What follows belongs to an exercise in optimizing a design on an open flow for small area and a short achievable clock period; a production flow would make more cautious choices.
In this exercise RTL edits were held to simulation tests only and were not proved equivalent to the original.
Power is estimated from default activity; no workload was simulated.

==> flow/design.v (outline; a module is shown in full before it is edited, if it fits) <==
// module add4rpl: 23 lines
// module addsub8: 34 lines
// module alu_log: 23 lines
// module bcd_adj: 52 lines
// module mx81_8: 64 lines
// module rg8l: 19 lines
// module rg8l2: 28 lines
// module s_reg: 41 lines
// module adl_mux: 28 lines
// module adh_mux: 25 lines
// module prog_cnt: 71 lines
// module m6502alu: 120 lines
// module op_dcd: 1310 lines
// module m6502_org: 170 lines
module m6502_org (clk,
   addr,
   dataenb,
   datai,
   datao,
   irq_n,
   nmi_n,
   sob_n,
   res_n,
   rdy,
   vpa,
   sync,
   we_n
   );
  // ...
==> flow/run.sh <==
#!/bin/bash
# synth_recipe.tcl (not shown) runs the flow's synth.tcl, then flattens the netlist and writes it again
# the make line also repeats each setting of config.mk as NAME=value (left out here)
make -C /OpenROAD-flow-scripts/flow DESIGN_CONFIG=/design/flow/config.mk WORK_HOME=/design/flow/orfs CLKGATE_MAP_FILE= SYNTH_SCRIPT=/design/flow/synth_recipe.tcl finish
==> flow/config.mk <==
export PLATFORM = sky130hd
export DESIGN_NAME = m6502_org
export DESIGN_NICKNAME = m6502_org
export VERILOG_FILES = /design/flow/design.v
export SDC_FILE = /design/flow/constraint.sdc
export NUM_CORES = 4
export LEC_CHECK = 0
export CAP_MARGIN = 20
export CORE_MARGIN = 2
export CORE_UTILIZATION = 40
export PLACE_DENSITY = 0.6
export SLEW_MARGIN = 20
==> flow/constraint.sdc <==
create_clock -name core_clock -period 10.0 [get_ports {clk}]
set_input_delay 2.0000 -clock core_clock [delete_from_list [all_inputs] [get_ports {clk}]]
set_output_delay 2.0000 -clock core_clock [all_outputs]
set_load 0.01 [all_outputs]
==> flow_summary.toml, run 1 <==
[finish]
multi_input_area_share_pct = 55.7
regMostFlops = "pc.pc"
buffers = 87
reg_top3 = "pc.pc x16, sm.alu_ctl x12"

[clock_network]
hold_buffers = 0
clk_pin_slew_ns = 0.06
cts_tree = "built"

[status]
run_status = "no timing/DRC/antenna violations"

[placement]
post-place-ws_ns = 0.587
io_buffers = 41

[logic_synthesis]
ys_seq_area_share_pct = 31.9
synthAdderAreaFrac_pct = 5.90
synth_top_family_by_area = "simple AND/OR/NAND/NOR gates"
synth_mux_area_share_pct = 4.31
syn_area_um2 = 11800
synth_warnings = 6
ys_async_sr_fraction_pct = 0
yosysUniqueCellTypes = 94
synthSimpleGateAreaFrac_pct = 24.7

[sta]
hold_slack_ns = 0.351
fin_skew_ns = 0.0167
setup_viol = 0
tightestPinTransition_ns = 1.14

[worst_setup_path]
arrival_ns = 7.44
critical_path_class = "flop to output pin"
reg2reg_from = "sm.alu_ctl[7]"
r2r_end = "sm.psrl[1]"
reg2reg_slack_ns = 2.83
crit_family = "adder cells"

[global_route]
antenna_found_initial = 1
grt_first_pass_wirelength_mm = 74.5

[detailed_routing]
antenna_left = 0

[power_and_ir_drop]
p_seq_share_pct = 32.5
==> module m6502alu, before the edit <==
module m6502alu (clk,
   datai,
   datao,
   alu_ctl,
   alu_ld,
   alu2op,
   alu_out);
input   clk;  
input   [7:0] datai;  
input   [7:0] datao;  
input   [11:0] alu_ctl;  
input   [2:0] alu_ld;  
output  [5:0] alu2op;  
output  [7:0] alu_out;  
parameter zero = 8'b 00000000; 
parameter XES = 8'b xxxxxxxx; 
wire    [5:0] alu2op; 
wire    [7:0] alu_out; 
wire    [7:0] jreg;  
wire    [7:0] kreg;  
wire    [7:0] add_b;  
wire    [7:0] log_b_preinv;  
wire    [7:0] log_b;  
wire    [7:0] add_out;  
wire    [7:0] log_out;  
wire    [7:0] bcd_out;  
wire    [7:0] dcd;  
wire    [2:0] log_ctl;  
wire    [7:0] alu_outl;  
wire    add_sub;  
wire    add_cin;  
wire    add_cout4;  
wire    add_cout;  
wire    alu_cout;  
wire    log_cin;  
wire    log_cout;  
wire    bcd_en;  
wire    bcd_cout;  
wire    [7:0] sign_ext;  
wire    z_flag;  
wire    n_flag;  
wire    v_flag;  
wire    bra_carry;  
rg8l2 jrg (.dia(datai),
          .dib(datao),
          .lda(alu_ld[0]),
          .ldb(alu_ld[1]),
          .dout(jreg),
          .clk(clk));
rg8l krg (.di(datai),
          .ld(alu_ld[2]),
          .dout(kreg),
          .clk(clk));
addsub8 adder (.a(jreg),
          .b(add_b),
          .cin(add_cin),
          .cout4(add_cout4),
          .cout8(add_cout),
          .sub(add_sub),
          .sum(add_out));
alu_log logic_r (.a(jreg),
          .b(log_b),
          .cin(log_cin),
          .cout(log_cout),
          .ctl(log_ctl),
          .y(log_out));
bcd_adj bcd (.datai(add_out),
          .datao(bcd_out),
          .bcd_en(bcd_en),
          .cin4(add_cout4),
          .cin8(add_cout),
          .cout(bcd_cout),
          .sub(add_sub));
assign alu_outl = alu_ctl[5] == 1'b 1 ? zero : 
	alu_ctl[2:1] == 2'b 00 ? bcd_out : 
	log_out; 
assign alu_out = alu_outl; 
assign add_b = alu_ctl[7:6] == 2'b 00 ? zero : 
	alu_ctl[7:6] == 2'b 01 ? sign_ext : 
	alu_ctl[7:6] == 2'b 10 ? kreg : 
	alu_ctl[7:6] == 2'b 11 ? kreg : 
	XES; 
assign log_b_preinv = alu_ctl[7:6] == 2'b 00 ? zero : 
	alu_ctl[7:6] == 2'b 01 ? dcd : 
	alu_ctl[7:6] == 2'b 10 ? kreg : 
	alu_ctl[7:6] == 2'b 11 ? kreg : 
	XES; 
assign log_b = alu_ctl[11] == 1'b 1 ? ~log_b_preinv : 
	log_b_preinv; 
assign dcd[0] = alu_ctl[10:8] == 3'b 000 ? 1'b 1 : 
	1'b 0; 
assign dcd[1] = alu_ctl[10:8] == 3'b 001 ? 1'b 1 : 
	1'b 0; 
assign dcd[2] = alu_ctl[10:8] == 3'b 010 ? 1'b 1 : 
	1'b 0; 
assign dcd[3] = alu_ctl[10:8] == 3'b 011 ? 1'b 1 : 
	1'b 0; 
assign dcd[4] = alu_ctl[10:8] == 3'b 100 ? 1'b 1 : 
	1'b 0; 
assign dcd[5] = alu_ctl[10:8] == 3'b 101 ? 1'b 1 : 
	1'b 0; 
assign dcd[6] = alu_ctl[10:8] == 3'b 110 ? 1'b 1 : 
	1'b 0; 
assign dcd[7] = alu_ctl[10:8] == 3'b 111 ? 1'b 1 : 
	1'b 0; 
assign alu2op = {{{{{n_flag , v_flag} , add_cout} , bra_carry} , z_flag} , alu_cout}; 
assign bcd_en = alu_ctl[3]; 
assign sign_ext = {{{{{{{kreg[7] , kreg[7]} , kreg[7]} , kreg[7]} , kreg[7]} , kreg[7]} , kreg[7]} , 1'b 1}; 
assign z_flag = alu_outl == 8'b 00000000 ? 1'b 1 : 
	1'b 0; 
assign n_flag = alu_outl[7]; 
assign v_flag = (~alu_ctl[0] ^ jreg[7] ^ kreg[7]) & (add_out[7] ^ jreg[7]); 
assign add_sub = alu_ctl[0]; 
assign log_cin = add_cin; 
assign log_ctl = alu_ctl[2:0]; 
assign add_cin = alu_ctl[4]; 
assign alu_cout = alu_ctl[2:1] == 2'b 00 ? bcd_cout : 
	log_cout; 
assign bra_carry = add_cout ^ kreg[7] ^ jreg[7] & jreg[6] & jreg[5] & jreg[4] & jreg[3] & jreg[2] & jreg[1] & jreg[0]; 
endmodule  
==> module m6502_org, before the edit <==
module m6502_org (clk,
   addr,
   dataenb,
   datai,
   datao,
   irq_n,
   nmi_n,
   sob_n,
   res_n,
   rdy,
   vpa,
   sync,
   we_n
   );
parameter LEFT = 0;
parameter RIGHT = 1;
input   clk;  
output  [15:0] addr;  
output  dataenb;  
input   [7:0] datai;  
output  [7:0] datao;  
input   irq_n;  
input   nmi_n;  
input   sob_n;  
input   res_n;  
input   rdy;  
output  vpa;  
output  sync;  
output  we_n;  
wire    [15:0] addr; 
wire    dataenb; 
wire    [7:0] datao; 
wire    vpa; 
wire    sync; 
wire    we_n; 
wire    [7:0] areg; 
wire    [7:0] sreg; 
wire    [7:0] xreg; 
wire    [7:0] yreg; 
wire    [7:0] pch; 
wire    [7:0] pcl; 
wire    [7:0] alu_out; 
wire    [7:0] dreg; 
wire    [7:0] psr; 
wire    [7:0] addrh;  
wire    [7:0] addrl;  
wire    [7:0] dataol;  
wire    [7:0] xregl;  
wire    [7:0] yregl;  
wire    [7:0] sregl;  
wire    [7:0] aregl;  
wire    [7:0] dregl;  
wire    [7:0] alu_outl;  
wire    [7:0] pchl;  
wire    [7:0] pcll;  
wire    [7:0] psrl;  
wire    [11:0] alu_ctl;  
wire    [5:0] alu2op;  
wire    [2:0] alu_ld;  
wire    [6:0] rg_load;  
wire    sreg_up;  
wire    sreg_cen;  
wire    [6:0] pc_ctl;  
wire    [1:0] adl_sel;  
wire    [3:0] adh_sel;  
wire    [2:0] domux_sel;  
wire    reset;  
wire    [7:0] opcde;  
wire    [8:1] cycle;  
assign areg = aregl; 
assign xreg = xregl; 
assign yreg = yregl; 
assign sreg = sregl; 
assign dreg = dregl; 
assign pch = pchl; 
assign pcl = pcll; 
assign psr = psrl; 
assign alu_out = alu_outl; 
assign datao = dataol; 
assign addr = {addrh , addrl}; 
op_dcd sm (.clk(clk),
          .datai(datai),
          .irq_n(irq_n),
          .nmi_n(nmi_n),
          .res_n(res_n),
          .rdy(rdy),
          .sob_n(sob_n),
          .sync(sync),
          .vpa(vpa),
.we_n(we_n),
          .dataenb(dataenb),
          .alu_ctl(alu_ctl),
          .alu_ld(alu_ld),
          .sreg_up(sreg_up),
          .sreg_cen(sreg_cen),
          .prog_ctl(pc_ctl),
          .reset(reset),
          .rg_load(rg_load),
          .adl_sel(adl_sel),
          .adh_sel(adh_sel),
          .domux_sel(domux_sel),
          .alu2op(alu2op),
          .psr(psrl),
          .opcde(opcde),
.cycle(cycle));
m6502alu alu (.clk(clk),
          .datai(datai),
          .datao(dataol),
          .alu_ctl(alu_ctl),
          .alu_ld(alu_ld),
          .alu2op(alu2op),
.alu_out(alu_outl));
rg8l arg (.di(dataol),
          .ld(rg_load[0]),
          .dout(aregl),
.clk(clk));
rg8l2 drg (.dia(datai),
          .dib(dataol),
          .lda(rg_load[1]),
          .ldb(rg_load[2]),
          .dout(dregl),
.clk(clk));
s_reg srg (.datai(dataol),
          .datao(sregl),
          .load(rg_load[3]),
          .up(sreg_up),
          .cnt_enb(sreg_cen),
          .reset(reset),
.clk(clk));
rg8l xrg (.di(dataol),
          .ld(rg_load[4]),
          .dout(xregl),
.clk(clk));
rg8l yrg (.di(dataol),
          .ld(rg_load[5]),
          .dout(yregl),
.clk(clk));
prog_cnt pc (.clk(clk),
          .reset(reset),
          .alu(alu_outl),
          .cntoh(pchl),
          .cntol(pcll),
          .datai(datai),
          .datao(dataol),
.prog_ctl(pc_ctl));
mx81_8 domx ( 
.a(alu_outl),
.b(aregl),
.c(psrl),
          .d(sregl),
          .e(xregl),
          .f(yregl),
          .g(pchl),
          .h(pcll),
          .s(domux_sel),
.y(dataol));
adl_mux adlmx (.alu(alu_outl),
          .pcl(pcll),
          .dreg(dregl),
          .sreg(sregl),
          .clk(clk),
          .lreg_ld(rg_load[6]),
          .sel(adl_sel),
.y(addrl));
adh_mux adhmx (.alu(alu_outl),
          .pch(pchl),
          .dreg(dregl),
          .sel(adh_sel),
          .y(addrh));
endmodule  
==> run 2: changes to the inputs <==
--- a/flow/design.v
+++ b/flow/design.v
@@ -412,136 +412,120 @@
       hreg <= hreg_in;
       end
    else
       begin
       hreg <= hreg;
       end
    end
 endmodule  
-`timescale 1 ns / 1 ns  
+`timescale 1 ns / 1 ns
 module m6502alu (clk,
    datai,
    datao,
    alu_ctl,
+   alu_ctl_nx,
    alu_ld,
    alu2op,
    alu_out);
-input   clk;  
-input   [7:0] datai;  
-input   [7:0] datao;  
-input   [11:0] alu_ctl;  
-input   [2:0] alu_ld;  
-output  [5:0] alu2op;  
-output  [7:0] alu_out;  
-parameter zero = 8'b 00000000; 
-parameter XES = 8'b xxxxxxxx; 
-wire    [5:0] alu2op; 
-wire    [7:0] alu_out; 
-wire    [7:0] jreg;  
-wire    [7:0] kreg;  
-wire    [7:0] add_b;  
-wire    [7:0] log_b_preinv;  
-wire    [7:0] log_b;  
-wire    [7:0] add_out;  
-wire    [7:0] log_out;  
-wire    [7:0] bcd_out;  
-wire    [7:0] dcd;  
-wire    [2:0] log_ctl;  
-wire    [7:0] alu_outl;  
-wire    add_sub;  
-wire    add_cin;  
-wire    add_cout4;  
-wire    add_cout;  
-wire    alu_cout;  
-wire    log_cin;  
-wire    log_cout;  
-wire    bcd_en;  
-wire    bcd_cout;  
-wire    [7:0] sign_ext;  
-wire    z_flag;  
-wire    n_flag;  
-wire    v_flag;  
-wire    bra_carry;  
-rg8l2 jrg (.dia(datai),
-          .dib(datao),
-          .lda(alu_ld[0]),
-          .ldb(alu_ld[1]),
-          .dout(jreg),
-          .clk(clk));
-rg8l krg (.di(datai),
-          .ld(alu_ld[2]),
-          .dout(kreg),
-          .clk(clk));
-addsub8 adder (.a(jreg),
-          .b(add_b),
-          .cin(add_cin),
-          .cout4(add_cout4),
-          .cout8(add_cout),
-          .sub(add_sub),
-          .sum(add_out));
-alu_log logic_r (.a(jreg),
-          .b(log_b),
-          .cin(log_cin),
-          .cout(log_cout),
-          .ctl(log_ctl),
-          .y(log_out));
-bcd_adj bcd (.datai(add_out),
-          .datao(bcd_out),
-          .bcd_en(bcd_en),
-          .cin4(add_cout4),
-          .cin8(add_cout),
-          .cout(bcd_cout),
-          .sub(add_sub));
-assign alu_outl = alu_ctl[5] == 1'b 1 ? zero : 
-	alu_ctl[2:1] == 2'b 00 ? bcd_out : 
-	log_out; 
-assign alu_out = alu_outl; 
-assign add_b = alu_ctl[7:6] == 2'b 00 ? zero : 
-	alu_ctl[7:6] == 2'b 01 ? sign_ext : 
-	alu_ctl[7:6] == 2'b 10 ? kreg : 
-	alu_ctl[7:6] == 2'b 11 ? kreg : 
-	XES; 
-assign log_b_preinv = alu_ctl[7:6] == 2'b 00 ? zero : 
-	alu_ctl[7:6] == 2'b 01 ? dcd : 
-	alu_ctl[7:6] == 2'b 10 ? kreg : 
-	alu_ctl[7:6] == 2'b 11 ? kreg : 
-	XES; 
-assign log_b = alu_ctl[11] == 1'b 1 ? ~log_b_preinv : 
-	log_b_preinv; 
-assign dcd[0] = alu_ctl[10:8] == 3'b 000 ? 1'b 1 : 
-	1'b 0; 
-assign dcd[1] = alu_ctl[10:8] == 3'b 001 ? 1'b 1 : 
-	1'b 0; 
-assign dcd[2] = alu_ctl[10:8] == 3'b 010 ? 1'b 1 : 
-	1'b 0; 
-assign dcd[3] = alu_ctl[10:8] == 3'b 011 ? 1'b 1 : 
-	1'b 0; 
-assign dcd[4] = alu_ctl[10:8] == 3'b 100 ? 1'b 1 : 
-	1'b 0; 
-assign dcd[5] = alu_ctl[10:8] == 3'b 101 ? 1'b 1 : 
-	1'b 0; 
-assign dcd[6] = alu_ctl[10:8] == 3'b 110 ? 1'b 1 : 
-	1'b 0; 
-assign dcd[7] = alu_ctl[10:8] == 3'b 111 ? 1'b 1 : 
-	1'b 0; 
-assign alu2op = {{{{{n_flag , v_flag} , add_cout} , bra_carry} , z_flag} , alu_cout}; 
-assign bcd_en = alu_ctl[3]; 
-assign sign_ext = {{{{{{{kreg[7] , kreg[7]} , kreg[7]} , kreg[7]} , kreg[7]} , kreg[7]} , kreg[7]} , 1'b 1}; 
-assign z_flag = alu_outl == 8'b 00000000 ? 1'b 1 : 
-	1'b 0; 
-assign n_flag = alu_outl[7]; 
-assign v_flag = (~alu_ctl[0] ^ jreg[7] ^ kreg[7]) & (add_out[7] ^ jreg[7]); 
-assign add_sub = alu_ctl[0]; 
-assign log_cin = add_cin; 
-assign log_ctl = alu_ctl[2:0]; 
-assign add_cin = alu_ctl[4]; 
-assign alu_cout = alu_ctl[2:1] == 2'b 00 ? bcd_cout : 
-	log_cout; 
-assign bra_carry = add_cout ^ kreg[7] ^ jreg[7] & jreg[6] & jreg[5] & jreg[4] & jreg[3] & jreg[2] & jreg[1] & jreg[0]; 
+input   clk;
+input   [7:0] datai;
+input   [7:0] datao;
+input   [11:0] alu_ctl;
+input   [11:0] alu_ctl_nx;    
+input   [2:0] alu_ld;
+output  [5:0] alu2op;
+output  [7:0] alu_out;
+reg     [7:0] jreg;
+reg     [7:0] kreg;
+reg     [7:0] bx;      
+function [7:0] addb;
+   input [11:0] ctl;
+   input [7:0]  k;
+   reg   [7:0]  b;
+   begin
+      b = ctl[7:6] == 2'b00 ? 8'h00 :
+          ctl[7:6] == 2'b01 ? {{7{k[7]}}, 1'b1} : k;
+      addb = b ^ {8{ctl[0]}};
+   end
+endfunction
+wire [7:0] kreg_nx = alu_ld[2] ? datai : kreg;
+always @(posedge clk) begin
+   if (alu_ld[0] | alu_ld[1])
+      jreg <= alu_ld[0] ? datai : datao;
+   kreg <= kreg_nx;
+   bx   <= addb(alu_ctl_nx, kreg_nx);
+end
+wire       sub    = alu_ctl[0];
+wire       cin    = alu_ctl[4];
+wire       bcd_en = alu_ctl[3];
+wire [1:0] bsel   = alu_ctl[7:6];
+wire       addbcd = bcd_en & ~sub;
+wire       subbcd = bcd_en & sub;
+wire [4:0] lo_sum = {1'b0, jreg[3:0]} + {1'b0, bx[3:0]} + {4'b0, cin};
+wire [3:0] sl = lo_sum[3:0];
+wire       c4 = lo_sum[4];           
+wire       sl_ge10 = sl[3] & (sl[2] | sl[1]);
+wire [3:0] lo_b = subbcd & ~c4 ? 4'b1010 :
+                  addbcd & (c4 | sl_ge10) ? 4'b0110 : 4'b0000;
+wire [3:0] out_lo = sl + lo_b;
+wire       cin4l = addbcd & sl_ge10;
+function [5:0] hi_bcd;    
+   input [3:0] j;
+   input [3:0] b;
+   input       k;         
+   input       m;         
+   input       aen;       
+   input       sen;       
+   reg   [4:0] hs;
+   reg         hadj, hadj_sub;
+   reg   [3:0] hb;
+   reg   [4:0] hf;
+   begin
+      hs       = {1'b0, j} + {1'b0, b} + {4'b0, k};
+      hadj     = aen & (hs[4] | hs[3] & (hs[2] | hs[1] | m & hs[0]));
+      hadj_sub = sen & ~hs[4];
+      hb       = hadj_sub ? 4'b1010 : hadj ? 4'b0110 : 4'b0000;
+      hf       = {1'b0, hs[3:0]} + {1'b0, hb} + {4'b0, m};
+      hi_bcd   = {hs[4], hs[4] | hf[4] & ~hadj_sub, hf[3:0]};
+   end
+endfunction
+wire [5:0] h00 = hi_bcd(jreg[7:4], bx[7:4], 1'b0, 1'b0, addbcd, subbcd);
+wire [5:0] h01 = hi_bcd(jreg[7:4], bx[7:4], 1'b0, 1'b1, addbcd, subbcd);
+wire [5:0] h10 = hi_bcd(jreg[7:4], bx[7:4], 1'b1, 1'b0, addbcd, subbcd);
+wire [5:0] h11 = hi_bcd(jreg[7:4], bx[7:4], 1'b1, 1'b1, addbcd, subbcd);
+wire [5:0] hsel = c4 ? (cin4l ? h11 : h10) : (cin4l ? h01 : h00);
+wire [3:0] out_hi   = hsel[3:0];
+wire       bcd_cout = hsel[4];
+wire [4:0] hb0 = {1'b0, jreg[7:4]} + {1'b0, bx[7:4]};
+wire [4:0] hb1 = {1'b0, jreg[7:4]} + {1'b0, bx[7:4]} + 5'd1;
+wire       add_cout = c4 ? hb1[4] : hb0[4];
+wire       add_out7 = c4 ? hb1[3] : hb0[3];
+wire [7:0] dcd = 8'b1 << alu_ctl[10:8];
+wire [7:0] log_b_preinv = bsel == 2'b00 ? 8'h00 :
+                          bsel == 2'b01 ? dcd : kreg;
+wire [7:0] log_b = alu_ctl[11] ? ~log_b_preinv : log_b_preinv;
+wire [2:0] log_ctl = alu_ctl[2:0];
+wire [7:0] log_out = log_ctl == 3'b010 ? {jreg[6:0], cin} :
+                     log_ctl == 3'b011 ? {cin, jreg[7:1]} :
+                     log_ctl == 3'b100 ? jreg & log_b :
+                     log_ctl == 3'b101 ? jreg | log_b :
+                     log_ctl == 3'b110 ? jreg ^ log_b :
+                     ~jreg & log_b;
+wire log_cout = log_ctl == 3'b010 ? jreg[7] : jreg[0];
+wire arith = alu_ctl[2:1] == 2'b00;
+wire [7:0] alu_outl = alu_ctl[5] ? 8'h00 :
+                      arith ? {out_hi, out_lo} : log_out;
+assign alu_out = alu_outl;
+wire alu_cout  = arith ? bcd_cout : log_cout;
+wire z_flag    = alu_outl == 8'h00;
+wire n_flag    = alu_outl[7];
+wire v_flag    = (~sub ^ jreg[7] ^ kreg[7]) & (add_out7 ^ jreg[7]);
+wire bra_carry = add_cout ^ kreg[7] ^ (&jreg);
+assign alu2op = {n_flag, v_flag, add_cout, bra_carry, z_flag, alu_cout};
 endmodule  
 `timescale 1 ns / 1 ns  
 module op_dcd (clk,
    datai,
    irq_n,
    nmi_n,
    res_n,
    rdy,
@@ -558,29 +542,31 @@
    reset,
    rg_load,
    adl_sel,
    adh_sel,
    domux_sel,
    alu2op,
    psr,
    opcde,
-   cycle);
+   cycle,
+   alu_ctl_nx);
 input   clk;  
 input   [7:0] datai;  
 input   irq_n;  
 input   nmi_n;  
 input   res_n;  
 input   rdy;  
 input   sob_n;  
 output  sync;  
 output  vpa;  
 output  we_n;  
 output  dataenb;  
 output  [11:0] alu_ctl;  
+output  [11:0] alu_ctl_nx;  
 output  [2:0] alu_ld;  
 output  sreg_up;  
 output  sreg_cen;  
 output  [6:0] prog_ctl;  
 output  reset;  
 output  [6:0] rg_load;  
 output  [1:0] adl_sel;  
 output  [3:0] adh_sel;  
@@ -863,16 +849,17 @@
 wire    trb_op;  
 wire    tsb_op;  
 wire    [11:0] alu_ctl_d;  
 wire    [1:0] alu_ctl_bsel;  
 wire    alu_ctl_carry;  
 wire    alu_ctl_bcd;  
 wire    [2:0] alu_ctl_mode;  
 wire    log_b_inv;  
+assign alu_ctl_nx = rdy ? alu_ctl_d : alu_ctl;
 assign psr = psrl; 
 assign sync = syncl; 
 assign we_d_n = opcode == BRK & reset_proc == 1'b 0 & 
 		(state[1] == 1'b 1 | state[2] == 1'b 1 | state[3] == 1'b 1) | 
 		(opcode == PHA | opcode == PHP | 
 		opcode == PHX | opcode == PHY) & 
 		state[1] == 1'b 1 | opcode == JSR & 
 		(state[2] == 1'b 1 | state[3] == 1'b 1) | opcode == STAZPG & 
@@ -1902,16 +1889,17 @@
 wire    [7:0] sregl;  
 wire    [7:0] aregl;  
 wire    [7:0] dregl;  
 wire    [7:0] alu_outl;  
 wire    [7:0] pchl;  
 wire    [7:0] pcll;  
 wire    [7:0] psrl;  
 wire    [11:0] alu_ctl;  
+wire    [11:0] alu_ctl_nx;  
 wire    [5:0] alu2op;  
 wire    [2:0] alu_ld;  
 wire    [6:0] rg_load;  
 wire    sreg_up;  
 wire    sreg_cen;  
 wire    [6:0] pc_ctl;  
 wire    [1:0] adl_sel;  
 wire    [3:0] adh_sel;  
@@ -1937,16 +1925,17 @@
           .res_n(res_n),
           .rdy(rdy),
           .sob_n(sob_n),
           .sync(sync),
           .vpa(vpa),
 .we_n(we_n),
           .dataenb(dataenb),
           .alu_ctl(alu_ctl),
+          .alu_ctl_nx(alu_ctl_nx),
           .alu_ld(alu_ld),
           .sreg_up(sreg_up),
           .sreg_cen(sreg_cen),
           .prog_ctl(pc_ctl),
           .reset(reset),
           .rg_load(rg_load),
           .adl_sel(adl_sel),
           .adh_sel(adh_sel),
@@ -1954,16 +1943,17 @@
           .alu2op(alu2op),
           .psr(psrl),
           .opcde(opcde),
 .cycle(cycle));
 m6502alu alu (.clk(clk),
           .datai(datai),
           .datao(dataol),
           .alu_ctl(alu_ctl),
+          .alu_ctl_nx(alu_ctl_nx),
           .alu_ld(alu_ld),
           .alu2op(alu2op),
 .alu_out(alu_outl));
 rg8l arg (.di(dataol),
           .ld(rg_load[0]),
           .dout(aregl),
 .clk(clk));
 rg8l2 drg (.dia(datai),
==> flow/config.mk (replaced) <==
export PLATFORM = sky130hd
export DESIGN_NAME = m6502_org
export DESIGN_NICKNAME = m6502_org
export VERILOG_FILES = /design/flow/design.v
export SDC_FILE = /design/flow/constraint.sdc
export NUM_CORES = 4
export LEC_CHECK = 0
export ABC_AREA = 1
export CAP_MARGIN = 20
export CORE_MARGIN = 2
export CORE_UTILIZATION = 40
export PLACE_DENSITY = 0.6
export SETUP_SLACK_MARGIN = 4
export SLEW_MARGIN = 20
==> run 2 against run 1 <==
Register-to-register slack better by 1.7 ns; power up 39%; routed wire length up 9.1%; die area increased by 7.3%; sequential share of layout area decreased by 3.4 points; final cell count up 33%; synthesized cell count is 34% higher; first-iteration DRC count down 20%; non-clock buffer count grew 52; clock-buffer cell count is 2 higher; highest routed layer unchanged; critical path depth is 6 lower; clock power down 4.0%.
==> flow_summary.toml, run 2 <==
[status]
run_status = "no timing/DRC/antenna violations"

[placement]
post-place-ws_ns = 3.08
place_congestion = 1.01
io_buffers = 41
hpwl_mm = 40.6

[logic_synthesis]
synth_warnings = 7
ys_seq_area_share_pct = 30.1
syn_nets = 1984
ys.flop_type = "edfxtp_1"
syn_inst = 1912
syn_area_um2 = 12600
synth-seq-cells = 149
synthTopCellsByArea = "edfxtp_1, nand2_1, dfxtp_1, inv_1, nor2_1"
synth_top_area_share_pct = 19.5
yosysUniqueCellTypes = 61
synth.avg_cell_area_um2 = 6.61
post-synth-top-area-cell = "edfxtp_1"
synth_edf_count = 82
ys_async_sr_fraction_pct = 0
synth_common_cells = "nand2_1, inv_1, nor2_1"
yosysMostFrequentCell = "nand2_1"

[finish]
largest_reg_flops = 16
layout_commonest_cell = "nand2_1"
regMostFlops = "pc.pc"
multiInputGateArea_um2 = 8150
final_cell_mix = "nand2_1, inv_1, nor2_1"
area_delta_synth_final_pct = 20.0
n_antenna_cell = 0
reg_top3 = "pc.pc x16, sm.alu_ctl x12"
ff_latch_area_um2 = 3800
final_nets = 2089
fill_cells = 3216
drive_above_1_share_pct = 16.0

[worst_setup_path]
r2r_end = "pc.pc[7]"
cp-start-kind = "flop"
reg2reg_slack_ns = 4.54
reg2reg_from = "alu.jreg[4]"
reg2regPathDepth = 19
worstSetupEndpointType = "output pin"
path_max_fanout = 4
critical_path_class = "flop to output pin"
arrival_ns = 4.20
critical_path_required_ns = 8.00

[clock_network]
clock_latency_ns = 0.45
cts_root_buf = "clkbuf_16"
hold_buffers = 0
cts_tree = "built"
cts_max_level = 4
clockBufferDepth = 2
clk_pin_slew_ns = 0.07
cts_buffers = 17
cts.sinks = 149

[detailed_routing]
met1Wirelength_mm = 22.6
wl_met2_mm = 24.7
drt-pass1-iter-count = 6
wirelength_mm = 54.2
routed.top_layer = "met5"
avgViaCountPerCell = 5.82
vias = 14200
dr_wl_met3_mm = 4.52
drc = 0
wl_per_cell_um = 22.3
antenna_left = 0
drtIter0Drc = 1763

[global_route]
grt_overflow = 0
grt_pass1_vias = 13400
grt.total_usage_pct = 32.9
grt_first_pass_wirelength_mm = 82.0
grt_max_degree = 45
antenna_found_initial = 1

[floorplanning]
die_area_um2 = 33000
die_x_um = 182
row_count = 65
io_pins = 42
start_util_pct = 40.4
coreArea_um2 = 31300
fp.dieH_um = 182

[sta]
slew_violations = 0
finalHoldViolCount = 0
rsz0062_at_grt = "yes"
tightestPinTransition_ns = 1.17
slew_headroom_pct = 21.9
worst_slack_ns = 3.80
fin_skew_ns = 0.0145
fmax_mhz = 161
finalCritPeriodShare_pct = 62.0
period_minus_slack_ns = 6.20
fin_setup_tns_ns = 0
setup_viol = 0

[power_and_ir_drop]
leakage_uw = 0.00718
ir_worst_vdd_uv = 170
powerDensity_nw_per_um2 = 249

[min_path]
hold_path_end = "sm.nmi2"
worstHoldStart = "sm.nmi1"
min_path_cells = 0
hp-class = "flop to flop"

[job]
maxCapViolCount = 0
-- run 2: cell count changes in the layout (fill, tap and decap cells not counted), sizes merged, moves of 32 or more --
cell,delta
buf,+58
inv,+194
mux2i,-36
nand2,+353
nand2b,-32
nand3,+66
nor2,+122
o21ai,+87
-- run 2: worst max-delay path: stages (launching register included) --
cell and delay, ns:
edfxtp_1 0.43, ha_4 0.19, fa_2 0.65, ha_4 0.17, nand3_4 0.08, inv_2 0.07, nand3_2 0.07, nand2_2 0.09
nand2_4 0.07, a21oi_2 0.16, inv_1 0.07, nand2_1 0.06, ha_2 0.18, inv_2 0.04, fa_2 0.35, nand2_2 0.07
o21ai_2 0.05, a21oi_1 0.13, o21ai_1 0.10, a21oi_2 0.19, nor2_4 0.08, nand2_1 0.11, nand3_4 0.09, clkdlybuf4s15_2 0.24
-- run 2: where the power goes --
| part | switching (uW) | internal [uW] |
|---|---|---|
| clock | 286 | 365 |
| combinational | 1370 | 801 |
| sequential | 124 | 831 |
-- run 2: cell families after synthesis --
kind of cell	share of synthesized area [%]
DFF	30.1
xor gates and xnor gates	2.43
buffers and inverters	9.96
AOI/OAI and AO/OA	17.2
adders and majority gates	6.22
and+or+nand+nor	34.1
-- run 2: layer usage --
layer	vias to the layer above	global-route usage, %
met5	-	0
met4	2	14.0
met3	136	5.09
met2	719	53.4
met1	6718	43.7
li1	6589	-
-- run 2: layout make-up --
type,count,area share [%]
clock inverters,9,0.619
flip-flops and latches,149,25.1
repair buffers,139,7.52
clock buffers,23,3.15
multi-input cells,1450,53.7
well taps,402,3.32
inverters,260,6.57
-- run 2: metrics by stage --
step,power [uW],util (%),std cells,hold WS (ns),cell area (um2)
2_1_floorplan,2090,-,1912,0.331,12600
3_5_place_dp,2710,42.7,2313,0.344,13400
3_3_place_gp,2700,42.7,2313,0.340,13400
5_1_grt,4030,48.4,2432,0.364,15200
4_1_cts,3630,47.2,2409,0.356,14800
6_report,3780,48.4,2432,0.354,15200
-- run 2: repair_timing --
action                     4_1_cts  5_1_grt
pin swaps                       34       30
setup endpoints to repair       24       24
resized for setup              148       64
gates cloned                     2        0
setup buffers                   62       23
-- run 2: how the worst max path moves through the flow --
| stage | startpoint | end | slack (ns) | cells past startpoint |
|---|---|---|---|---|
| after floorplan | sm.alu_ctl[4] | addr[10] | 4.10 | 19 |
| after global placement | alu.jreg[4] | addr[15] | 3.16 | 25 |
| after detailed placement | sm.alu_ctl[4] | datao[2] | 3.08 | 19 |
| after CTS | alu.jreg[4] | datao[7] | 3.88 | 22 |
| after global routing | alu.jreg[4] | addr[15] | 3.56 | 25 |
| final | alu.jreg[4] | datao[7] | 3.80 | 23 |
==> run 3: changes to the inputs <==
--- a/flow/design.v
+++ b/flow/design.v
@@ -461,43 +461,54 @@
 wire       addbcd = bcd_en & ~sub;
 wire       subbcd = bcd_en & sub;
-wire [4:0] lo_sum = {1'b0, jreg[3:0]} + {1'b0, bx[3:0]} + {4'b0, cin};
-wire [3:0] sl = lo_sum[3:0];
-wire       c4 = lo_sum[4];           
+wire [7:0] p = jreg ^ bx;
+wire [7:0] g = jreg & bx;
+wire c1 = g[0] | p[0] & cin;
+wire c2 = g[1] | p[1] & g[0] | p[1] & p[0] & cin;
+wire c3 = g[2] | p[2] & g[1] | p[2] & p[1] & g[0] | p[2] & p[1] & p[0] & cin;
+wire c4 = g[3] | p[3] & g[2] | p[3] & p[2] & g[1] | p[3] & p[2] & p[1] & g[0] |
+          p[3] & p[2] & p[1] & p[0] & cin;           
+wire [3:0] sl = p[3:0] ^ {c3, c2, c1, cin};
 wire       sl_ge10 = sl[3] & (sl[2] | sl[1]);
-wire [3:0] lo_b = subbcd & ~c4 ? 4'b1010 :
-                  addbcd & (c4 | sl_ge10) ? 4'b0110 : 4'b0000;
-wire [3:0] out_lo = sl + lo_b;
+wire lo_a6 = addbcd & (c4 | sl_ge10);
+wire lo_aa = subbcd & ~c4;
+wire [3:0] lo6 = {sl[3] ^ (sl[2] | sl[1]), ~(sl[2] ^ sl[1]), ~sl[1], sl[0]};
+wire [3:0] loa = {~(sl[3] ^ (sl[2] & sl[1])), sl[2] ^ sl[1], ~sl[1], sl[0]};
+wire [3:0] out_lo = lo_aa ? loa : lo_a6 ? lo6 : sl;
 wire       cin4l = addbcd & sl_ge10;
-function [5:0] hi_bcd;    
-   input [3:0] j;
-   input [3:0] b;
-   input       k;         
-   input       m;         
-   input       aen;       
-   input       sen;       
-   reg   [4:0] hs;
+wire h5g = g[4];
+wire h5p = p[4];
+wire h6g = g[5] | p[5] & g[4];
+wire h6p = p[5] & p[4];
+wire h7g = g[6] | p[6] & g[5] | p[6] & p[5] & g[4];
+wire h7p = p[6] & p[5] & p[4];
+wire h8g = g[7] | p[7] & g[6] | p[7] & p[6] & g[5] | p[7] & p[6] & p[5] & g[4];
+wire h8p = p[7] & p[6] & p[5] & p[4];
+wire [4:0] hs0 = {h8g,       p[7:4] ^ {h7g, h6g, h5g, 1'b0}};
+wire [4:0] hs1 = {h8g | h8p, p[7:4] ^ {h7g | h7p, h6g | h6p, h5g | h5p, 1'b1}};
+function [4:0] hi_bcd;    
+   input [4:0] hs;
+   input       m;
+   input       aen;
+   input       sen;
    reg         hadj, hadj_sub;
    reg   [3:0] hb;
    reg   [4:0] hf;
    begin
-      hs       = {1'b0, j} + {1'b0, b} + {4'b0, k};
       hadj     = aen & (hs[4] | hs[3] & (hs[2] | hs[1] | m & hs[0]));
       hadj_sub = sen & ~hs[4];
       hb       = hadj_sub ? 4'b1010 : hadj ? 4'b0110 : 4'b0000;
       hf       = {1'b0, hs[3:0]} + {1'b0, hb} + {4'b0, m};
-      hi_bcd   = {hs[4], hs[4] | hf[4] & ~hadj_sub, hf[3:0]};
+      hi_bcd   = {hs[4] | hf[4] & ~hadj_sub, hf[3:0]};
    end
 endfunction
-wire [5:0] h00 = hi_bcd(jreg[7:4], bx[7:4], 1'b0, 1'b0, addbcd, subbcd);
-wire [5:0] h01 = hi_bcd(jreg[7:4], bx[7:4], 1'b0, 1'b1, addbcd, subbcd);
-wire [5:0] h10 = hi_bcd(jreg[7:4], bx[7:4], 1'b1, 1'b0, addbcd, subbcd);
-wire [5:0] h11 = hi_bcd(jreg[7:4], bx[7:4], 1'b1, 1'b1, addbcd, subbcd);
-wire [5:0] hsel = c4 ? (cin4l ? h11 : h10) : (cin4l ? h01 : h00);
+wire [4:0] h00 = hi_bcd(hs0, 1'b0, addbcd, subbcd);
+wire [4:0] h01 = hi_bcd(hs0, 1'b1, addbcd, subbcd);
+wire [4:0] h10 = hi_bcd(hs1, 1'b0, addbcd, subbcd);
+wire [4:0] h11 = hi_bcd(hs1, 1'b1, addbcd, subbcd);
+wire [4:0] hsel = c4 ? (cin4l ? h11 : h10) : (cin4l ? h01 : h00);
 wire [3:0] out_hi   = hsel[3:0];
 wire       bcd_cout = hsel[4];
-wire [4:0] hb0 = {1'b0, jreg[7:4]} + {1'b0, bx[7:4]};
-wire [4:0] hb1 = {1'b0, jreg[7:4]} + {1'b0, bx[7:4]} + 5'd1;
-wire       add_cout = c4 ? hb1[4] : hb0[4];
-wire       add_out7 = c4 ? hb1[3] : hb0[3];
+wire       add_cout = c4 ? hs1[4] : hs0[4];
+wire       add_out7 = c4 ? hs1[3] : hs0[3];
 wire [7:0] dcd = 8'b1 << alu_ctl[10:8];
 wire [7:0] log_b_preinv = bsel == 2'b00 ? 8'h00 :
==> flow/flow/run.sh (new file) <==
#!/bin/bash
set -e
cp standard.sh standard_copy.sh.txt
export BUFFER_PORTS_ARGS="-buffer_cell sky130_fd_sc_hd__buf_4"
bash standard.sh > standard.log 2>&1
==> flow/standard.sh (new file) <==
#!/bin/bash
# synth_recipe.tcl (not shown) runs the flow's synth.tcl, then flattens the netlist and writes it again
# the make line also repeats each setting of config.mk as NAME=value (left out here)
make -C /OpenROAD-flow-scripts/flow DESIGN_CONFIG=/design/flow/config.mk WORK_HOME=/design/flow/orfs CLKGATE_MAP_FILE= SYNTH_SCRIPT=/design/flow/synth_recipe.tcl "${@:-finish}"
removed: flow/run.sh
==> run 3 against run 2 <==
Final cell count fell by 3.9%; synthesized cell count shrank 3.1%; worst setup slack improved by 0.17 ns; clock power fell by 0.8%; still clean on timing, DRC and antenna; fmax up 2.7%; clock-buffer cell count down 5; combinational power decreased by 12%; power decreased by 6.9%.
==> flow_summary.toml, run 3 <==
[min_path]
worstHoldStart = "sm.nmi1"
hp-class = "flop to flop"
min_path_cells = 0
hold_path_end = "sm.nmi2"

[detailed_routing]
drtIter0Drc = 1625
avgViaCountPerCell = 5.81
drt-pass1-iter-count = 8
drc = 0
wirelength_mm = 52.0
vias = 13600
wl_per_cell_um = 22.2
antenna_left = 0

[finish]
layout_commonest_cell = "nand2_1"
largest_reg_flops = 16
fin_cells = 2336
area_delta_synth_final_pct = 16.2
regMostFlops = "pc.pc"
fill_cells = 3175
n_antenna_cell = 0
reg_top3 = "pc.pc x16, sm.alu_ctl x12"
drive_above_1_share_pct = 14.8
final_nets = 2001
final_cell_mix = "nand2_1, inv_1, nor2_1"

[logic_synthesis]
post-synth-top-area-cell = "edfxtp_1"
synth-seq-cells = 149
synth_top_area_share_pct = 19.8
ys_async_sr_fraction_pct = 0
synthTopCellsByArea = "edfxtp_1, nand2_1, dfxtp_1, inv_1, nor2_1"
syn_inst = 1853
synth_common_cells = "nand2_1, inv_1, nor2_1"
synth.avg_cell_area_um2 = 6.70
synth_warnings = 7
yosysUniqueCellTypes = 64
synth_edf_count = 82
ys.flop_type = "edfxtp_1"
yosysMostFrequentCell = "nand2_1"
syn_nets = 1927
syn_area_um2 = 12400
ys_seq_area_share_pct = 30.6

[power_and_ir_drop]
p_seq_share_pct = 27.0
clockPowerShare_pct = 18.4
leakage_uw = 0.00685
p_int_uw = 1880
p_sw_uw = 1630
ir_worst_vdd_uv = 158
powerDensity_nw_per_um2 = 244
combPwrFrac_pct = 54.6
p_sw_share_pct = 46.4

[status]
run_status = "no timing/DRC/antenna violations"

[clock_network]
cts_buffers = 17
cts_max_level = 4
clock_latency_ns = 0.45
clockBufferDepth = 2
hold_buffers = 0
cts.sinks = 149
cts_root_buf = "clkbuf_16"
cts_tree = "built"
clk_pin_slew_ns = 0.07

[sta]
fin_skew_ns = 0.0183
slew_violations = 0
fmax_mhz = 166
finalCritPeriodShare_pct = 60.4
tightestPinTransition_ns = 0.992
period_minus_slack_ns = 6.04
rsz0062_at_grt = "yes"
fin_setup_tns_ns = 0
setup_viol = 0
slew_headroom_pct = 33.6
finalHoldViolCount = 0

[global_route]
grt_overflow = 0
grt.total_usage_pct = 31.5
grt_first_pass_wirelength_mm = 78.3
grt_pass1_vias = 12800
antenna_found_initial = 0
grt_max_degree = 45

[worst_setup_path]
reg2reg_slack_ns = 5.04
cp-start-kind = "flop"
reg2regPathDepth = 29
reg2reg_from = "sm.opcd.ido[2]"
critical_path_class = "flop to output pin"
r2r_end = "srg.dataol[7]"
worstSetupEndpointType = "output pin"
arrival_ns = 4.04
path_max_fanout = 4
critical_path_required_ns = 8.00

[placement]
placed_cells = 2252
place_congestion = 1.02
hpwl_mm = 40.1
io_buffers = 41

[floorplanning]
fp.dieH_um = 180
coreArea_um2 = 30600
row_count = 64
start_util_pct = 40.6
die_area_um2 = 32500
io_pins = 42
die_x_um = 180

[job]
maxCapViolCount = 0
## run 3: cell type report
class	instances	area (um2)	area share, %
well taps	396	495	3.43
clock inverters	14	143	0.989
multi-input cells	1406	7820	54.2
flip-flops and latches	149	3800	26.4
inverters	251	948	6.57
repair buffers	102	782	5.42
clock buffers	18	429	2.98
## run 3: power groups by stage
| stage | Combinational (uW) | Sequential, uW | Clock, uW |
|---|---|---|---|
| after CTS | 1760 | 943 | 648 |
| after global placement | 1550 | 956 | 0 |
| after floorplan | 1090 | 896 | 0 |
| final | 1920 | 950 | 646 |
| after detailed placement | 1570 | 956 | 0 |
| after global routing | 2130 | 960 | 673 |
## run 3: cells by family (layout without fill, tap and decap cells)
kind of cell    Yosys count  in the layout  share of synthesized area (%)
flops                   149            149                           30.6
fa+ha+maj                60             60                           6.47
xor+xnor                 46             46                           3.25
compound gates          358            358                           17.2
buf+inv                 298            385                           9.37
simple gates            942            942                           33.1
## run 3: what timing repair did
| action | in CTS | in global routing |
|---|---|---|
| setup endpoints to repair | 23 | 24 |
| buffers inserted | 27 | 24 |
| gates resized for setup | 61 | 49 |
| pin swaps | 22 | 17 |
## run 3: per-stage QoR
stage | util [%] | total power (uW) | instance area (um2) | setup slack (ns) | hold WS, ns
final | 47.2 | 3520 | 14400 | 3.96 | 0.356
after global placement | 42.7 | 2510 | 13100 | 3.64 | 0.336
after global routing | 47.2 | 3760 | 14400 | 3.69 | 0.364
after CTS | 46.0 | 3350 | 14100 | 3.96 | 0.356
after detailed placement | 42.7 | 2520 | 13100 | 3.53 | 0.344
after floorplan | - | 1980 | 12400 | 4.45 | 0.331
## run 3: worst max path at each step
stage                 from       end  slack [ns]
3_5_place_dp   alu.jreg[4]  datao[7]        3.53
3_3_place_gp   alu.jreg[4]  datao[7]        3.64
5_1_grt        alu.jreg[4]  addr[15]        3.69
4_1_cts        alu.jreg[4]  addr[15]        3.96
6_report       alu.jreg[4]  addr[15]        3.96
2_1_floorplan  alu.jreg[4]  addr[15]        4.45
## run 3: critical path, stage by stage (launching register included)
cell and delay [ns]:
edfxtp_1 0.40, ha_2 0.21, inv_2 0.05, fa_2 0.42
inv_2 0.08, nor2_4 0.05, nor2_4 0.14, o21ai_0 0.10
a21oi_1 0.21, inv_1 0.13, nand2_1 0.08, ha_1 0.17
inv_1 0.06, fa_1 0.35, nand2_1 0.07, o21ai_0 0.10
xor2_1 0.15, o211ai_1 0.20, nand3_2 0.15, o21ai_1 0.15
nand2_1 0.09, o21ai_1 0.11, buf_4 0.15
## run 3: per-layer routing
| layer | global-route usage, % | wire length [um] | up-vias |
|---|---|---|---|
| li1 | - | - | 6334 |
| met1 | 41.5 | 21500 | 6386 |
| met2 | 50.8 | 23400 | 697 |
| met3 | 5.03 | 4200 | 149 |
| met4 | 14.5 | 2810 | 0 |
| met5 | 0 | 0 | - |
==> run 4: changes to the inputs <==
==> flow/run.sh (new file) <==
#!/bin/bash
# synth_recipe.tcl (not shown) runs the flow's synth.tcl, then flattens the netlist and writes it again
# the make line also repeats each setting of config.mk as NAME=value (left out here)
make -C /OpenROAD-flow-scripts/flow DESIGN_CONFIG=/design/flow/config.mk WORK_HOME=/design/flow/orfs CLKGATE_MAP_FILE= SYNTH_SCRIPT=/design/flow/synth_recipe.tcl finish
removed: flow/flow/run.sh
removed: flow/standard.sh
==> run 4 against run 3 <==
Still clean on timing, DRC and antenna; sequential power down 0.9%; register-to-register slack better by 0.04 ns; sequential share of layout area is 1.4 points lower; fmax down 2.5%; global-route usage grew 1.1 points; first-iteration DRC count up 6.3%; non-clock buffer count increased by 55; clock skew decreased by 0.0033 ns; synthesized cell count did not move; worst hold slack got worse by 0.0042 ns; critical endpoint unchanged.
==> flow_summary.toml, run 4 <==
[global_route]
grt.total_usage_pct = 32.6
grt_pass1_vias = 13200
antenna_found_initial = 0
grt_max_degree = 30
grt_overflow = 0
grt_first_pass_wirelength_mm = 80.8

[worst_setup_path]
arrival_ns = 4.20
critical_path_class = "flop to output pin"
worstSetupEndpointType = "output pin"
path_max_fanout = 3
cp-start-kind = "flop"
critical_path_required_ns = 8.00

[finish]
fill_cells = 3133
reg_top3 = "pc.pc x16, sm.alu_ctl x12"
ff_latch_area_um2 = 3800
area_delta_synth_final_pct = 22.8
multiInputGateArea_um2 = 8060
postLayoutCellArea_um2 = 15200
final_cell_mix = "nand2_1, inv_1, nor2_1"
largest_reg_flops = 16
regMostFlops = "pc.pc"
layout_commonest_cell = "nand2_1"
n_antenna_cell = 0
fin_cells = 2391
drive_above_1_share_pct = 17.3
final_nets = 2056

[job]
maxCapViolCount = 0

[placement]
hpwl_mm = 40.4
placed_cells = 2254
io_buffers = 41
dpl_cell_area_um2 = 13200
place_congestion = 1.02

[status]
run_status = "no timing/DRC/antenna violations"

[sta]
finalHoldViolCount = 0
fmax_mhz = 161
period_minus_slack_ns = 6.20
fin_skew_ns = 0.0150
rsz0062_at_grt = "yes"
fin_setup_tns_ns = 0
slew_violations = 0
finalCritPeriodShare_pct = 62.0
hold_slack_ns = 0.351
slew_headroom_pct = 28.1
setup_viol = 0
tightestPinTransition_ns = 1.08

[power_and_ir_drop]
power_uw = 3790
ir_worst_vdd_uv = 159
powerDensity_nw_per_um2 = 248
leakage_uw = 0.00722

[logic_synthesis]
post-synth-top-area-cell = "edfxtp_1"
synth_edf_count = 82
synth_top_area_share_pct = 19.8
yosysMostFrequentCell = "nand2_1"
yosysUniqueCellTypes = 64
synth_warnings = 7
synth.avg_cell_area_um2 = 6.70
synth-seq-cells = 149
ys.flop_type = "edfxtp_1"
synth_common_cells = "nand2_1, inv_1, nor2_1"
syn_inst = 1853
syn_area_um2 = 12400
synthTopCellsByArea = "edfxtp_1, nand2_1, dfxtp_1, inv_1, nor2_1"
ys_seq_area_share_pct = 30.6
syn_nets = 1927
ys_async_sr_fraction_pct = 0

[clock_network]
cts.sinks = 149
cts_max_level = 4
clock_latency_ns = 0.46
cts_tree = "built"
cts_buffers = 17
clk_pin_slew_ns = 0.07
hold_buffers = 0
cts_root_buf = "clkbuf_16"
clockBufferDepth = 2

[detailed_routing]
drc = 0
drtIter0Drc = 1727
wl_per_cell_um = 22.6
wirelength_mm = 54.0
vias = 14100
drt-pass1-iter-count = 8
avgViaCountPerCell = 5.88
antenna_left = 0

[min_path]
hp-class = "flop to flop"

[floorplanning]
fp.dieH_um = 180
start_util_pct = 40.6
row_count = 64
die_x_um = 180
die_area_um2 = 32500
io_pins = 42
coreArea_um2 = 30600
run 4: cell type report:
class / count / share of cell area, %
timing repair buffer: 157 / 8.62
tap: 396 / 3.25
clock inverter: 11 / 0.878
multi-input combinational: 1406 / 52.8
sequential: 149 / 25.0
inverter: 251 / 6.35
clock buffer: 21 / 3.09
run 4: cells by family after synthesis:
group           after synthesis  synth area share, %
xor+xnor                     46                 3.25
flops                       149                 30.6
fa+ha+maj                    60                 6.47
buf+inv                     298                 9.37
simple gates                942                 33.1
compound gates              358                 17.2
run 4: repair_timing:
item	CTS	global route
pin swaps	34	42
setup endpoints to repair	24	24
buffers inserted	59	46
resized for setup	125	97
run 4: report_power, final:
part           switching, uW  internal, uW  total (uW)
sequential               119           822         941
combinational           1290           861        2150
clock                    298           394         692
total                   1710          2080        3790
run 4: final timing paths:
path	from	endpoint	slack [ns]	cells after the start
min	sm.nmi1	sm.nmi2	0.35	0
min reg2reg	sm.nmi1	sm.nmi2	0.35	0
max	alu.jreg[5]	addr[15]	3.80	27
max reg2reg	sm.opcd.ido[3]	srg.dataol[7]	5.08	28
run 4: critical path, cell delays in order (launching register included):
cell	delay, ns
edfxtp_1	0.47
ha_4	0.32
a21oi_2	0.05
o21bai_1	0.20
inv_2	0.09
nor2_4	0.15
nor2_2	0.07
o21ai_2	0.07
inv_1	0.08
nand2_1	0.09
a21oi_2	0.08
inv_2	0.11
o31ai_4	0.08
nor2_2	0.11
inv_1	0.05
ha_1	0.28
a21oi_2	0.12
nor2_1	0.05
o31ai_2	0.20
xnor2_1	0.16
nand2_1	0.07
o211ai_1	0.11
nand3_2	0.12
buf_6	0.15
o21ai_2	0.10
nand2_1	0.09
o21ai_1	0.09
buf_2	0.15
run 4: through the flow:
stage | utilization (%) | setup WS (ns)
after floorplan | - | 4.45
after global placement | 43.1 | 3.23
after detailed placement | 43.1 | 3.17
after CTS | 47.7 | 3.86
after global routing | 49.8 | 3.58
final | 49.8 | 3.80
run 4: metal layers:
metal	vias up	wire length, um	global-route usage [%]
li1	6443	-	-
met4	0	2690	14.8
met3	157	4640	5.98
met1	6707	22000	42.5
met2	752	24700	52.5
met5	-	0	0

-- afterwards: timing with drivers on the ports --
No port has a modelled driver above. Below, the same layouts with a new extraction and two added sets of constraints. Step 1: set_driving_cell puts a clkbuf_16 on clk and a buf_2 on each other input, an assumption about the parent block. Step 2 times the ports against the registers' clock, not the clock port: input delays grow and output delays shrink by t, the midpoint of the rising clock arrivals with the driver on. Slacks: ideal ports / drivers / drivers and shift; pairs: ideal ports / drivers.
| run | t (ns) | setup slack, ns | clock arrival spread, ns | slew at the worst register clock pin (ns) | cell pins on the clock port's net |
|---|---|---|---|---|---|
| run 1 | 0.487 | 0.557 / 0.506 / 0.994 | 0.018 / 0.017 | 0.08 / 0.08 | 1 |
| run 2 | 0.490 | 3.795 / 3.743 / 4.234 | 0.015 / 0.015 | 0.07 / 0.07 | 1 |
| run 3 | 0.489 | 3.960 / 3.907 / 4.396 | 0.018 / 0.019 | 0.08 / 0.08 | 1 |
| run 4 | 0.501 | 3.803 / 3.751 / 4.252 | 0.016 / 0.016 | 0.08 / 0.08 | 1 |
After both steps setup and hold are still met in every run listed.
